What follows belongs to an exercise in optimizing a design on an open flow for small area; a production flow would make more cautious choices. Function was checked by simulation only, so behaviour that the tests miss may differ from the original. No activity file was given, so power comes from the tool's default toggle rates.

==> job 354 <==
==> flow/design.v <==
module mach(
    input clk,rst,
    input [31:0] in,
    output [12:0] imem_addr,
    input  [31:0] imem_rdata,
    output [13:0] dmem_addr,
    output [31:0] dmem_wdata,
    output dmem_we,
    input  [31:0] dmem_rdata,
    output [31:0] out0,
    output [31:0] out1
);
localparam IF      = 4'd0;
localparam ID      = 4'd1;
localparam EXE_ls  = 4'd2;
localparam MEM_sa  = 4'd3;
localparam MEM_ld  = 4'd4;
localparam WB_dm   = 4'd5;
localparam EXE_com = 4'd6;
localparam EXE_cal = 4'd7;
localparam WB_cal  = 4'd8;
localparam WB_jal  = 4'd9;
localparam EXE_jr  = 4'd10;
localparam BRANCH  = 4'd11;
localparam INT     = 4'd12;
reg [3:0]  state;
reg [31:0] IR, PC, A;
reg [4:0]  Prt;           
reg [13:0] aq;            
reg        ltq, gtq, h0q, h1q, h2q;   
reg        f30;           
reg [15:10] IM;
reg EXL, IE, pend;
reg [31:0] PRID, EPC;
reg PRIDv, EPCv, PRESETv;
wire [31:0] PRIDe = PRIDv ? PRID : 32'b0;
wire [31:0] EPCe  = EPCv ? EPC : 32'b0;
reg [3:0]  CTRL;
reg [31:0] PRESET, COUNT;
reg IRQ;
reg [31:0] o0, o1;
assign out0 = o0;
assign out1 = o1;
wire [5:0]  op = IR[31:26];
wire [4:0]  rs = IR[25:21];
wire [4:0]  rt = IR[20:16];
wire [4:0]  rd = IR[15:11];
wire [5:0]  fn = IR[5:0];
wire [15:0] imm = IR[15:0];
wire d_rtype  = (op == 6'h00);
wire d_jr     = d_rtype & (fn == 6'h08);
wire d_subu   = d_rtype & (fn == 6'h23);
wire d_slt    = d_rtype & (fn == 6'h2a);
wire d_r3     = d_rtype & ((fn == 6'h21) | (fn == 6'h23) | (fn == 6'h2a));
wire d_bltzal = (op == 6'h01) & (rt == 5'd16);
wire d_op1    = (op == 6'h01);
wire d_j      = (op == 6'h02);
wire d_jal    = (op == 6'h03);
wire d_beq    = (op == 6'h04);
wire d_addi   = (op == 6'h08);
wire d_addiu  = (op == 6'h09);
wire d_ori    = (op == 6'h0d);
wire d_lui    = (op == 6'h0f);
wire d_cp0    = (op == 6'h10);
wire d_mtc0   = d_cp0 & (rs == 5'd4);
wire d_eret   = d_cp0 & (rs == 5'd16);
wire d_mfc0   = d_cp0 & (rs == 5'd0);
wire d_lw     = (op == 6'h23);
wire d_sw     = (op == 6'h2b);
wire d_lb     = (op == 6'h20);
wire d_sb     = (op == 6'h28);
wire d_mem    = d_lw | d_sw | d_lb | d_sb;
wire d_store  = op[3];           
reg [31:0] R [1:31];
reg [31:1] V;
wire ld_A = (state == IF) | ((state == ID) & ~d_mtc0);
wire [4:0] ridx = ld_A ? rs : (state == ID) ? Prt : rt;
reg [31:0] rport;
integer i;
always @(*) begin
    rport = 32'b0;
    for (i = 1; i < 32; i = i + 1)
        rport = rport | ({32{(ridx == i) & V[i]}} & R[i]);
end
wire c30 = V[30] & (R[30] == 32'd1);
wire [31:0] Bv = {rport[31:1], rport[0] | ((state == ID) & (Prt == 5'd30) & f30)};
wire use_imm = d_addi | d_addiu | d_mem;
wire [31:0] sext = {{16{imm[15]}}, imm};
wire [31:0] opb  = use_imm ? sext : Bv;
wire        sub  = d_subu | d_slt | d_beq;
wire [31:0] sum;
wire        cout;
assign {cout, sum} = {1'b0, A} + {1'b0, sub ? ~opb : opb} + {32'b0, sub};
wire        slt_r = ~Bv[31] & (A[31] | sum[31]);
wire [31:0] alu  = d_lui ? {imm, 16'b0} :
                   d_ori ? (A | {16'b0, imm}) :
                   d_slt ? {31'b0, slt_r} : sum;
wire ovf  = d_addi & (A[31] ^ cout ^ sum[31]);
wire zero = (sum == 32'b0);
wire lt3000 = (alu[31:14] == 18'b0) & ~(alu[13] & alu[12]);
wire gt7eff = (alu[31:15] != 17'b0) | (alu[14:8] == 7'h7f);
wire hit0   = (alu[31:4] == 28'h00007f0);
wire hit1   = (alu[31:4] == 28'h00007f1);
wire hit2   = (alu[31:4] == 28'h00007f2);
wire IntReq = IRQ & IM[10] & IE & ~EXL;
wire sel12 = (rd == 5'd12);
wire sel15 = (rd == 5'd15);
wire [31:0] cp0_rd = sel12 ? {16'b0, IM, 8'b0, EXL, IE} :
                     (rd == 5'd13) ? {21'b0, pend, 10'b0} :
                     (rd == 5'd14) ? EPCe :
                     sel15 ? PRIDe : 32'b0;
wire wb_state = (state == WB_cal) | (state == WB_dm) | (state == BRANCH);
wire cp0w = (wb_state & IntReq) | ((state == MEM_sa) & d_cp0);
always @(posedge clk, posedge rst) begin
    if (rst) begin
        IM <= 0; EXL <= 0; IE <= 0; pend <= 0; PRIDv <= 0; EPCv <= 0;
    end else begin
        pend <= d_eret ? 1'b0 : IRQ;
        if (state == INT) begin
            if (!sel12) EXL <= ~d_eret;
            EPCv <= 1'b1;
        end else begin
            if (cp0w & sel12) EXL <= Bv[1];
            else if (d_eret) EXL <= 1'b0;
        end
        if (cp0w & sel12) begin IM <= Bv[15:10]; IE <= Bv[0]; end
        if (cp0w & sel15) PRIDv <= 1'b1;
    end
end
always @(posedge clk) begin
    if (state == INT) EPC <= PC;
    if (cp0w & sel15) PRID <= Bv;
end
wire [31:0] PrRD = h0q ? 32'b0 : h1q ? in : h2q ? (aq[2] ? o1 : 32'b0) : 32'hffffffff;
wire [1:0] dsel = aq[3:2];
wire we_t = (state == MEM_sa) & h0q;
wire we_o = (state == MEM_sa) & h2q;
always @(posedge clk, posedge rst) begin
    if (rst) begin
        CTRL <= 0; PRESETv <= 0; IRQ <= 0; COUNT <= 0;
    end else begin
        if (CTRL[2:1] == 2'b00) begin
            if (COUNT != 0 && CTRL[0]) COUNT <= COUNT - 1;
            if (COUNT == 0) begin
                CTRL[0] <= 1'b0;
                if (CTRL[3]) begin IRQ <= 1'b1; CTRL[3] <= 1'b0; end
            end
        end
        if (CTRL[2:1] == 2'b01) begin
            if (COUNT != 0 && CTRL[0]) COUNT <= COUNT - 1;
            if (COUNT == 0) begin
                COUNT <= PRESETv ? PRESET : 32'b0;
                if (CTRL[3]) IRQ <= 1'b1;
            end
        end
        if (IRQ) IRQ <= 1'b0;
        if (we_t) begin
            case (dsel)
                2'b00: CTRL <= Bv[3:0];
                2'b01: begin PRESETv <= 1'b1; COUNT <= Bv; end
                default: ;
            endcase
        end
    end
end
always @(posedge clk) begin
    if (we_t && dsel == 2'b01) PRESET <= Bv;
end
always @(posedge clk, posedge rst) begin
    if (rst) begin o0 <= 0; o1 <= 0; end
    else if (we_o) begin
        if (dsel[0]) o1 <= Bv; else o0 <= Bv;
    end
end
assign dmem_addr  = aq;
assign dmem_wdata = d_sb ? {dmem_rdata[31:8], Bv[7:0]} : Bv;
assign dmem_we    = (state == MEM_sa) & ~d_cp0 & ltq;
wire [31:0] data_dm = d_lb ? {{24{dmem_rdata[7]}}, dmem_rdata[7:0]} : dmem_rdata;
reg        wen;
reg [4:0]  wdst;
reg [31:0] wdat;
always @(*) begin
    wen = 1'b0; wdst = rt; wdat = alu;
    case (state)
        WB_jal: begin wen = 1'b1; wdst = 5'd31; wdat = PC; end
        WB_cal: begin
            wen = 1'b1;
            if (d_r3) wdst = rd;
            else if (ovf) begin wdst = 5'd30; wdat = 32'd1; end
        end
        WB_dm: begin
            if (d_mfc0) begin wen = ~gtq; wdat = cp0_rd; end
            else begin
                wen = 1'b1;
                if (ltq) wdat = data_dm;
                else if (gtq) wdat = PrRD;
            end
        end
        default: ;
    endcase
end
always @(posedge clk) begin
    for (i = 1; i < 32; i = i + 1)
        if (wen && wdst == i) R[i] <= wdat;
end
always @(posedge clk, posedge rst) begin
    if (rst) V <= 0;
    else begin
        if (c30) V[30] <= 1'b0;
        if (wen && wdst != 5'd0) V[wdst] <= 1'b1;
    end
end
reg [3:0] ns;
always @(*) begin
    ns = IF;
    case (state)
        IF: ns = ID;
        ID: begin
            if (d_j | d_eret) ns = BRANCH;
            else if (d_jal) ns = WB_jal;
            else if (d_jr) ns = EXE_jr;
            else if (d_mem) ns = EXE_ls;
            else if (d_beq | d_bltzal) ns = EXE_com;
            else if (d_mtc0) ns = MEM_sa;
            else if (d_mfc0) ns = MEM_ld;
            else if (d_op1) ns = ID;
            else ns = EXE_cal;
        end
        EXE_ls:  ns = d_store ? MEM_sa : MEM_ld;
        MEM_ld:  ns = WB_dm;
        MEM_sa:  ns = IF;
        EXE_com: ns = d_bltzal ? WB_jal : BRANCH;
        EXE_cal: ns = WB_cal;
        WB_jal:  ns = BRANCH;
        EXE_jr:  ns = BRANCH;
        WB_dm, WB_cal, BRANCH: ns = IntReq ? INT : IF;
        default: ns = IF;
    endcase
end
always @(posedge clk, posedge rst) begin
    if (rst) state <= IF;
    else state <= ns;
end
always @(posedge clk, posedge rst) begin
    if (rst) IR <= 32'b0;
    else if (state == IF) IR <= imem_rdata;
end
always @(posedge clk) begin
    if (state == IF) begin
        Prt <= rt;
    end
    if (ld_A) A <= rport;
    aq  <= alu[13:0];
    ltq <= lt3000;
    gtq <= gt7eff;
    h0q <= hit0;
    h1q <= hit1;
    h2q <= hit2;
    f30 <= c30;
end
wire [31:0] pc4  = PC + 32'd4;
wire [31:0] pcbr = PC + {{14{imm[15]}}, imm, 2'b00};
always @(posedge clk, posedge rst) begin
    if (rst) PC <= 32'h00003000;
    else begin
        case (state)
            IF:  PC <= d_eret ? EPCe : pc4;
            INT: PC <= 32'h00004180;
            BRANCH: begin
                if (d_j | d_jal) PC <= {PC[31:28], IR[25:0], 2'b00};
                else if (d_jr) PC <= A;
                else if (d_eret) PC <= EPCe;
                else if (d_beq ? zero : A[31]) PC <= pcbr;
            end
            default: ;
        endcase
    end
end
assign imem_addr = PC[12:0];
endmodule
==> flow/run.sh <==
#!/bin/bash
# synth_recipe.tcl (not shown) runs the flow's synth.tcl, then flattens the netlist and writes it again
# the make line also repeats each setting of config.mk as NAME=value (left out here)
make -C /OpenROAD-flow-scripts/flow DESIGN_CONFIG=/design/flow/config.mk WORK_HOME=/design/flow/orfs CLKGATE_MAP_FILE= SYNTH_SCRIPT=/design/flow/synth_recipe.tcl finish
==> flow/config.mk <==
export PLATFORM = sky130hd
export DESIGN_NAME = mach
export DESIGN_NICKNAME = mach
export VERILOG_FILES = /design/flow/design.v
export SDC_FILE = /design/flow/constraint.sdc
export NUM_CORES = 4
export LEC_CHECK = 0
export ABC_AREA = 0
export CAP_MARGIN = 20
export CORE_MARGIN = 2
export CORE_UTILIZATION = 55
export CTS_BUF_LIST = sky130_fd_sc_hd__clkbuf_8 sky130_fd_sc_hd__clkbuf_16
export CTS_CLUSTER_DIAMETER = 60
export CTS_CLUSTER_SIZE = 30
export SLEW_MARGIN = 20
==> flow/constraint.sdc <==
create_clock -name core_clock -period 12.0 [get_ports {clk}]
set_input_delay 2.4000 -clock core_clock [delete_from_list [all_inputs] [get_ports {clk}]]
set_output_delay 2.4000 -clock core_clock [all_outputs]
set_load 0.01 [all_outputs]
==> job 5284 (differences from job 354) <==
==> flow/design.v, changed modules only <==
module mach(
    input clk,rst,
    input [31:0] in,
    output [12:0] imem_addr,
    input  [31:0] imem_rdata,
    output [13:0] dmem_addr,
    output [31:0] dmem_wdata,
    output dmem_we,
    input  [31:0] dmem_rdata,
    output [31:0] out0,
    output [31:0] out1
);
localparam IF      = 4'd0;
localparam ID      = 4'd1;
localparam EXE_ls  = 4'd2;
localparam MEM_sa  = 4'd3;
localparam MEM_ld  = 4'd4;
localparam WB_dm   = 4'd5;
localparam EXE_com = 4'd6;
localparam EXE_cal = 4'd7;
localparam WB_cal  = 4'd8;
localparam WB_jal  = 4'd9;
localparam EXE_jr  = 4'd10;
localparam BRANCH  = 4'd11;
localparam INT     = 4'd12;
reg [3:0]  state;
reg [31:0] IR, PC, A;
reg [4:0]  Prt;           
reg [13:0] aq;            
reg        ltq, gtq, h0q, h1q, h2q;   
reg        f30;           
reg [15:10] IM;
reg EXL, IE, pend;
reg [31:0] PRID, EPC;
reg PRIDv, EPCv, PRESETv;
reg [3:0]  CTRL;
reg [31:0] PRESET, COUNT;
reg IRQ;
reg [31:0] o0, o1;
assign out0 = o0;
assign out1 = o1;
wire [5:0]  op = IR[31:26];
wire [4:0]  rs = IR[25:21];
wire [4:0]  rt = IR[20:16];
wire [4:0]  rd = IR[15:11];
wire [5:0]  fn = IR[5:0];
wire [15:0] imm = IR[15:0];
wire d_rtype  = (op == 6'h00);
wire d_jr     = d_rtype & (fn == 6'h08);
wire d_subu   = d_rtype & (fn == 6'h23);
wire d_slt    = d_rtype & (fn == 6'h2a);
wire d_r3     = d_rtype & ((fn == 6'h21) | (fn == 6'h23) | (fn == 6'h2a));
wire d_bltzal = (op == 6'h01) & (rt == 5'd16);
wire d_op1    = (op == 6'h01);
wire d_j      = (op == 6'h02);
wire d_jal    = (op == 6'h03);
wire d_beq    = (op == 6'h04);
wire d_addi   = (op == 6'h08);
wire d_addiu  = (op == 6'h09);
wire d_ori    = (op == 6'h0d);
wire d_lui    = (op == 6'h0f);
wire d_cp0    = (op == 6'h10);
wire d_mtc0   = d_cp0 & (rs == 5'd4);
wire d_eret   = d_cp0 & (rs == 5'd16);
wire d_mfc0   = d_cp0 & (rs == 5'd0);
wire d_lw     = (op == 6'h23);
wire d_sw     = (op == 6'h2b);
wire d_lb     = (op == 6'h20);
wire d_sb     = (op == 6'h28);
wire d_mem    = d_lw | d_sw | d_lb | d_sb;
wire d_store  = op[3];           
reg [31:0] R [1:31];
reg [31:1] V;
wire ld_A = (state == IF) | ((state == ID) & ~d_mtc0);
wire [4:0] ridx = ld_A ? rs : (state == ID) ? Prt : rt;
reg [31:0] rport;
integer i;
always @(*) begin
    rport = 32'b0;
    for (i = 1; i < 32; i = i + 1)
        rport = rport | ({32{(ridx == i) & V[i]}} & R[i]);
end
wire c30 = V[30] & (R[30] == 32'd1);
wire [31:0] Bv = {rport[31:1], rport[0] | ((state == ID) & (Prt == 5'd30) & f30)};
wire pc_mode = (state == IF) | (state == BRANCH);
wire use_imm = d_addi | d_addiu | d_mem;
wire [31:0] sext = {{16{imm[15]}}, imm};
wire [31:0] opb  = pc_mode ? ((state == IF) ? 32'd4 : {sext[29:0], 2'b00}) :
                   use_imm ? sext : Bv;
wire [31:0] opa  = pc_mode ? PC : A;
wire        sub  = ~pc_mode & (d_subu | d_slt | d_beq);
wire [31:0] sum;
wire        cout;
assign {cout, sum} = {1'b0, opa} + {1'b0, sub ? ~opb : opb} + {32'b0, sub};
wire        slt_r = ~Bv[31] & (A[31] | sum[31]);
wire ovf  = d_addi & (A[31] ^ cout ^ sum[31]);
wire zero = (sum == 32'b0);
reg  zq, ovfq;
wire lt3000 = (sum[31:14] == 18'b0) & ~(sum[13] & sum[12]);
wire gt7eff = (sum[31:15] != 17'b0) | (sum[14:8] == 7'h7f);
wire hit0   = (sum[31:4] == 28'h00007f0);
wire hit1   = (sum[31:4] == 28'h00007f1);
wire hit2   = (sum[31:4] == 28'h00007f2);
wire IntReq = IRQ & IM[10] & IE & ~EXL;
wire sel12 = (rd == 5'd12);
wire sel15 = (rd == 5'd15);
wire wb_state = (state == WB_cal) | (state == WB_dm) | (state == BRANCH);
wire cp0w = (wb_state & IntReq) | ((state == MEM_sa) & d_cp0);
always @(posedge clk, posedge rst) begin
    if (rst) begin
        IM <= 0; EXL <= 0; IE <= 0; pend <= 0; PRIDv <= 0; EPCv <= 0;
    end else begin
        pend <= d_eret ? 1'b0 : IRQ;
        if (state == INT) begin
            if (!sel12) EXL <= ~d_eret;
            EPCv <= 1'b1;
        end else begin
            if (cp0w & sel12) EXL <= Bv[1];
            else if (d_eret) EXL <= 1'b0;
        end
        if (cp0w & sel12) begin IM <= Bv[15:10]; IE <= Bv[0]; end
        if (cp0w & sel15) PRIDv <= 1'b1;
    end
end
always @(posedge clk) begin
    if (state == INT) EPC <= PC;
    if (cp0w & sel15) PRID <= Bv;
end
wire [1:0] dsel = aq[3:2];
wire we_t = (state == MEM_sa) & h0q;
wire we_o = (state == MEM_sa) & h2q;
always @(posedge clk, posedge rst) begin
    if (rst) begin
        CTRL <= 0; PRESETv <= 0; IRQ <= 0; COUNT <= 0;
    end else begin
        if (CTRL[2:1] == 2'b00) begin
            if (COUNT != 0 && CTRL[0]) COUNT <= COUNT - 1;
            if (COUNT == 0) begin
                CTRL[0] <= 1'b0;
                if (CTRL[3]) begin IRQ <= 1'b1; CTRL[3] <= 1'b0; end
            end
        end
        if (CTRL[2:1] == 2'b01) begin
            if (COUNT != 0 && CTRL[0]) COUNT <= COUNT - 1;
            if (COUNT == 0) begin
                COUNT <= PRESETv ? PRESET : 32'b0;
                if (CTRL[3]) IRQ <= 1'b1;
            end
        end
        if (IRQ) IRQ <= 1'b0;
        if (we_t) begin
            case (dsel)
                2'b00: CTRL <= Bv[3:0];
                2'b01: begin PRESETv <= 1'b1; COUNT <= Bv; end
                default: ;
            endcase
        end
    end
end
always @(posedge clk) begin
    if (we_t && dsel == 2'b01) PRESET <= Bv;
end
always @(posedge clk, posedge rst) begin
    if (rst) begin o0 <= 0; o1 <= 0; end
    else if (we_o) begin
        if (dsel[0]) o1 <= Bv; else o0 <= Bv;
    end
end
assign dmem_addr  = aq;
assign dmem_wdata = d_sb ? {dmem_rdata[31:8], Bv[7:0]} : Bv;
assign dmem_we    = (state == MEM_sa) & ~d_cp0 & ltq;
wire wb_ld  = (state == WB_dm) & ~d_mfc0;      
wire wb_mf  = (state == WB_dm) & d_mfc0;
wire wb_cal = (state == WB_cal);
wire s_sum  = (wb_cal & ~ovfq & ~d_ori & ~d_lui & ~d_slt) | (wb_ld & ~ltq & ~gtq);
wire s_ori  = wb_cal & ~ovfq & d_ori;
wire s_lui  = wb_cal & ~ovfq & d_lui;
wire s_slt  = wb_cal & ~ovfq & d_slt;
wire s_one  = wb_cal & ovfq;
wire s_dmw  = wb_ld & ltq & ~d_lb;
wire s_dmb  = wb_ld & ltq & d_lb;
wire s_in   = wb_ld & gtq & h1q;
wire s_o1   = wb_ld & gtq & h2q & aq[2];
wire s_ff   = wb_ld & gtq & ~h0q & ~h1q & ~h2q;
wire s_sr   = wb_mf & sel12;
wire s_ca   = wb_mf & (rd == 5'd13);
wire s_epc  = wb_mf & (rd == 5'd14) & EPCv;
wire s_prid = wb_mf & sel15 & PRIDv;
wire s_pc   = (state == WB_jal);
wire [31:0] wdat =
      ({32{s_sum}}  & sum)
    | ({32{s_ori}}  & (A | {16'b0, imm}))
    | ({32{s_lui}}  & {imm, 16'b0})
    | {31'b0, (s_slt & slt_r) | s_one}
    | ({32{s_dmw}}  & dmem_rdata)
    | ({32{s_dmb}}  & {{24{dmem_rdata[7]}}, dmem_rdata[7:0]})
    | ({32{s_in}}   & in)
    | ({32{s_o1}}   & o1)
    | {32{s_ff}}
    | ({32{s_sr}}   & {16'b0, IM, 8'b0, EXL, IE})
    | {21'b0, s_ca & pend, 10'b0}
    | ({32{s_epc}}  & EPC)
    | ({32{s_prid}} & PRID)
    | ({32{s_pc}}   & PC);
wire wen = s_pc | wb_cal | wb_ld | (wb_mf & ~gtq);
wire [4:0] wdst = s_pc ? 5'd31 : (wb_cal & ovfq) ? 5'd30 : (wb_cal & d_r3) ? rd : rt;
always @(posedge clk) begin
    for (i = 1; i < 32; i = i + 1)
        if (wen && wdst == i) R[i] <= wdat;
end
always @(posedge clk, posedge rst) begin
    if (rst) V <= 0;
    else begin
        if (c30) V[30] <= 1'b0;
        if (wen && wdst != 5'd0) V[wdst] <= 1'b1;
    end
end
reg [3:0] ns;
always @(*) begin
    ns = IF;
    case (state)
        IF: ns = ID;
        ID: begin
            if (d_j | d_eret) ns = BRANCH;
            else if (d_jal) ns = WB_jal;
            else if (d_jr) ns = EXE_jr;
            else if (d_mem) ns = EXE_ls;
            else if (d_beq | d_bltzal) ns = EXE_com;
            else if (d_mtc0) ns = MEM_sa;
            else if (d_mfc0) ns = MEM_ld;
            else if (d_op1) ns = ID;
            else ns = EXE_cal;
        end
        EXE_ls:  ns = d_store ? MEM_sa : MEM_ld;
        MEM_ld:  ns = WB_dm;
        MEM_sa:  ns = IF;
        EXE_com: ns = d_bltzal ? WB_jal : BRANCH;
        EXE_cal: ns = WB_cal;
        WB_jal:  ns = BRANCH;
        EXE_jr:  ns = BRANCH;
        WB_dm, WB_cal, BRANCH: ns = IntReq ? INT : IF;
        default: ns = IF;
    endcase
end
always @(posedge clk, posedge rst) begin
    if (rst) state <= IF;
    else state <= ns;
end
always @(posedge clk, posedge rst) begin
    if (rst) IR <= 32'b0;
    else if (state == IF) IR <= imem_rdata;
end
always @(posedge clk) begin
    if (state == IF) begin
        Prt <= rt;
    end
    if (ld_A) A <= rport;
    aq  <= sum[13:0];
    zq  <= zero;
    ovfq <= ovf;
    ltq <= lt3000;
    gtq <= gt7eff;
    h0q <= hit0;
    h1q <= hit1;
    h2q <= hit2;
    f30 <= c30;
end
wire st_br  = (state == BRANCH);
wire p_sum  = ((state == IF) & ~d_eret) |
              (st_br & ((d_beq & zq) | (d_bltzal & A[31])));
wire p_epc  = ((state == IF) | st_br) & d_eret & EPCv;
wire p_jt   = st_br & (d_j | d_jal);
wire p_jr   = st_br & d_jr;
wire p_vec  = (state == INT);
wire p_hold = ~((state == IF) | st_br | p_vec) |
              (st_br & ((d_beq & ~zq) | (d_bltzal & ~A[31])));
wire [31:0] pc_next =
      ({32{p_sum}}  & sum)
    | ({32{p_epc}}  & EPC)
    | ({32{p_jt}}   & {PC[31:28], IR[25:0], 2'b00})
    | ({32{p_jr}}   & A)
    | ({32{p_vec}}  & 32'h00004180)
    | ({32{p_hold}} & PC);
always @(posedge clk, posedge rst) begin
    if (rst) PC <= 32'h00003000;
    else PC <= pc_next;
end
assign imem_addr = PC[12:0];
endmodule
==> flow/flow/run.sh (new file) <==
#!/bin/bash
# The standard layout (the standard.sh, unchanged synthesis, floorplan,
# power grid, placement, routing), with two changes passed to ORFS through
# its own variables:
#  - the port buffers are buf_1 cells instead of the default clkdlybuf4s50_1;
#  - clock tree synthesis inserts no dummy loads (the clustering settings are
#    the same as config.mk's CTS_* settings).
# Each tool's output stays in ORFS's own log files (orfs/logs/...); the
# output of standard.sh itself goes to standard.log.
set -o pipefail
export BUFFER_PORTS_ARGS="-buffer_cell sky130_fd_sc_hd__buf_1"
export CTS_ARGS="-sink_clustering_enable -repair_clock_nets -sink_clustering_size 30 -sink_clustering_max_diameter 60 -buf_list {sky130_fd_sc_hd__clkbuf_8 sky130_fd_sc_hd__clkbuf_16} -dont_use_dummy_load"
cp standard.sh standard_sh.log 2>/dev/null
bash standard.sh > standard.log 2>&1
==> flow/standard.sh (new file) <==
#!/bin/bash
# synth_recipe.tcl (not shown) runs the flow's synth.tcl, then flattens the netlist and writes it again
# the make line also repeats each setting of config.mk as NAME=value (left out here)
make -C /OpenROAD-flow-scripts/flow DESIGN_CONFIG=/design/flow/config.mk WORK_HOME=/design/flow/orfs CLKGATE_MAP_FILE= SYNTH_SCRIPT=/design/flow/synth_recipe.tcl "${@:-finish}"
--- a/flow/config.mk
+++ b/flow/config.mk
@@ -8,7 +8,7 @@
 export ABC_AREA = 0
 export CAP_MARGIN = 20
 export CORE_MARGIN = 2
-export CORE_UTILIZATION = 55
+export CORE_UTILIZATION = 65
 export CTS_BUF_LIST = sky130_fd_sc_hd__clkbuf_8 sky130_fd_sc_hd__clkbuf_16
 export CTS_CLUSTER_DIAMETER = 60
 export CTS_CLUSTER_SIZE = 30
removed: flow/run.sh
==> qor summary <==
Tapcell count: job 354 1414; job 5284 1165
Met3 wire len: job 354 25300 um; job 5284 31700 um
Buffering overhead: job 354 0.0583; job 5284 0.0329
Worst slack at placement: job 354 0.719 ns; job 5284 2.44 ns
Routed via count: job 354 44536; job 5284 41849
Critical path endpoint: job 354 V[11]; job 5284 h1q
Data required time at the worst endpoint: job 354 12.70 ns; job 5284 12.57 ns
Clock tree skew after final layout: job 354 0.0919 ns; job 5284 0.0984 ns
Status: job 354 timing/DRC/antenna clean; job 5284 timing/DRC/antenna clean
R2R cell count: job 354 42; job 5284 27
Max stage delay cell, worst path: job 354 nor3_1; job 5284 nand4_1
Clk pwr: job 354 3.95 mW; job 5284 2.78 mW
Routed length on met2: job 354 104000 um; job 5284 91900 um
Proportion of layout cells with a drive suffix above 1: job 354 0.142; job 5284 0.131
Vias in the first global route: job 354 41706; job 5284 39564
Number of vias per cell after detailed routing: job 354 7.05; job 5284 7.77

==> what the ideal ports hide <==
Ports are ideal in the flow. The routed layouts listed here were re-timed in OpenROAD.
Step 1, drivers: a clkbuf_16 drives clk and a buf_2 each remaining input, both assumed.
Step 2, shift: input delay + t, output delay - t, t = (earliest + latest rising clock arrival at the registers) / 2. This alone moves slack from input paths to output paths.
Three values: ideal, step 1, step 2; two values: the first two.
| run | t, ns | setup slack, ns | pins driven straight from the clock port |
|---|---|---|---|
| job 354 | 0.809 | 0.801 / 0.801 / 0.801 | 1 |
| job 5284 | 0.744 | 2.270 / 2.270 / 2.270 | 1 |
After both steps setup and hold are still met in every run listed.
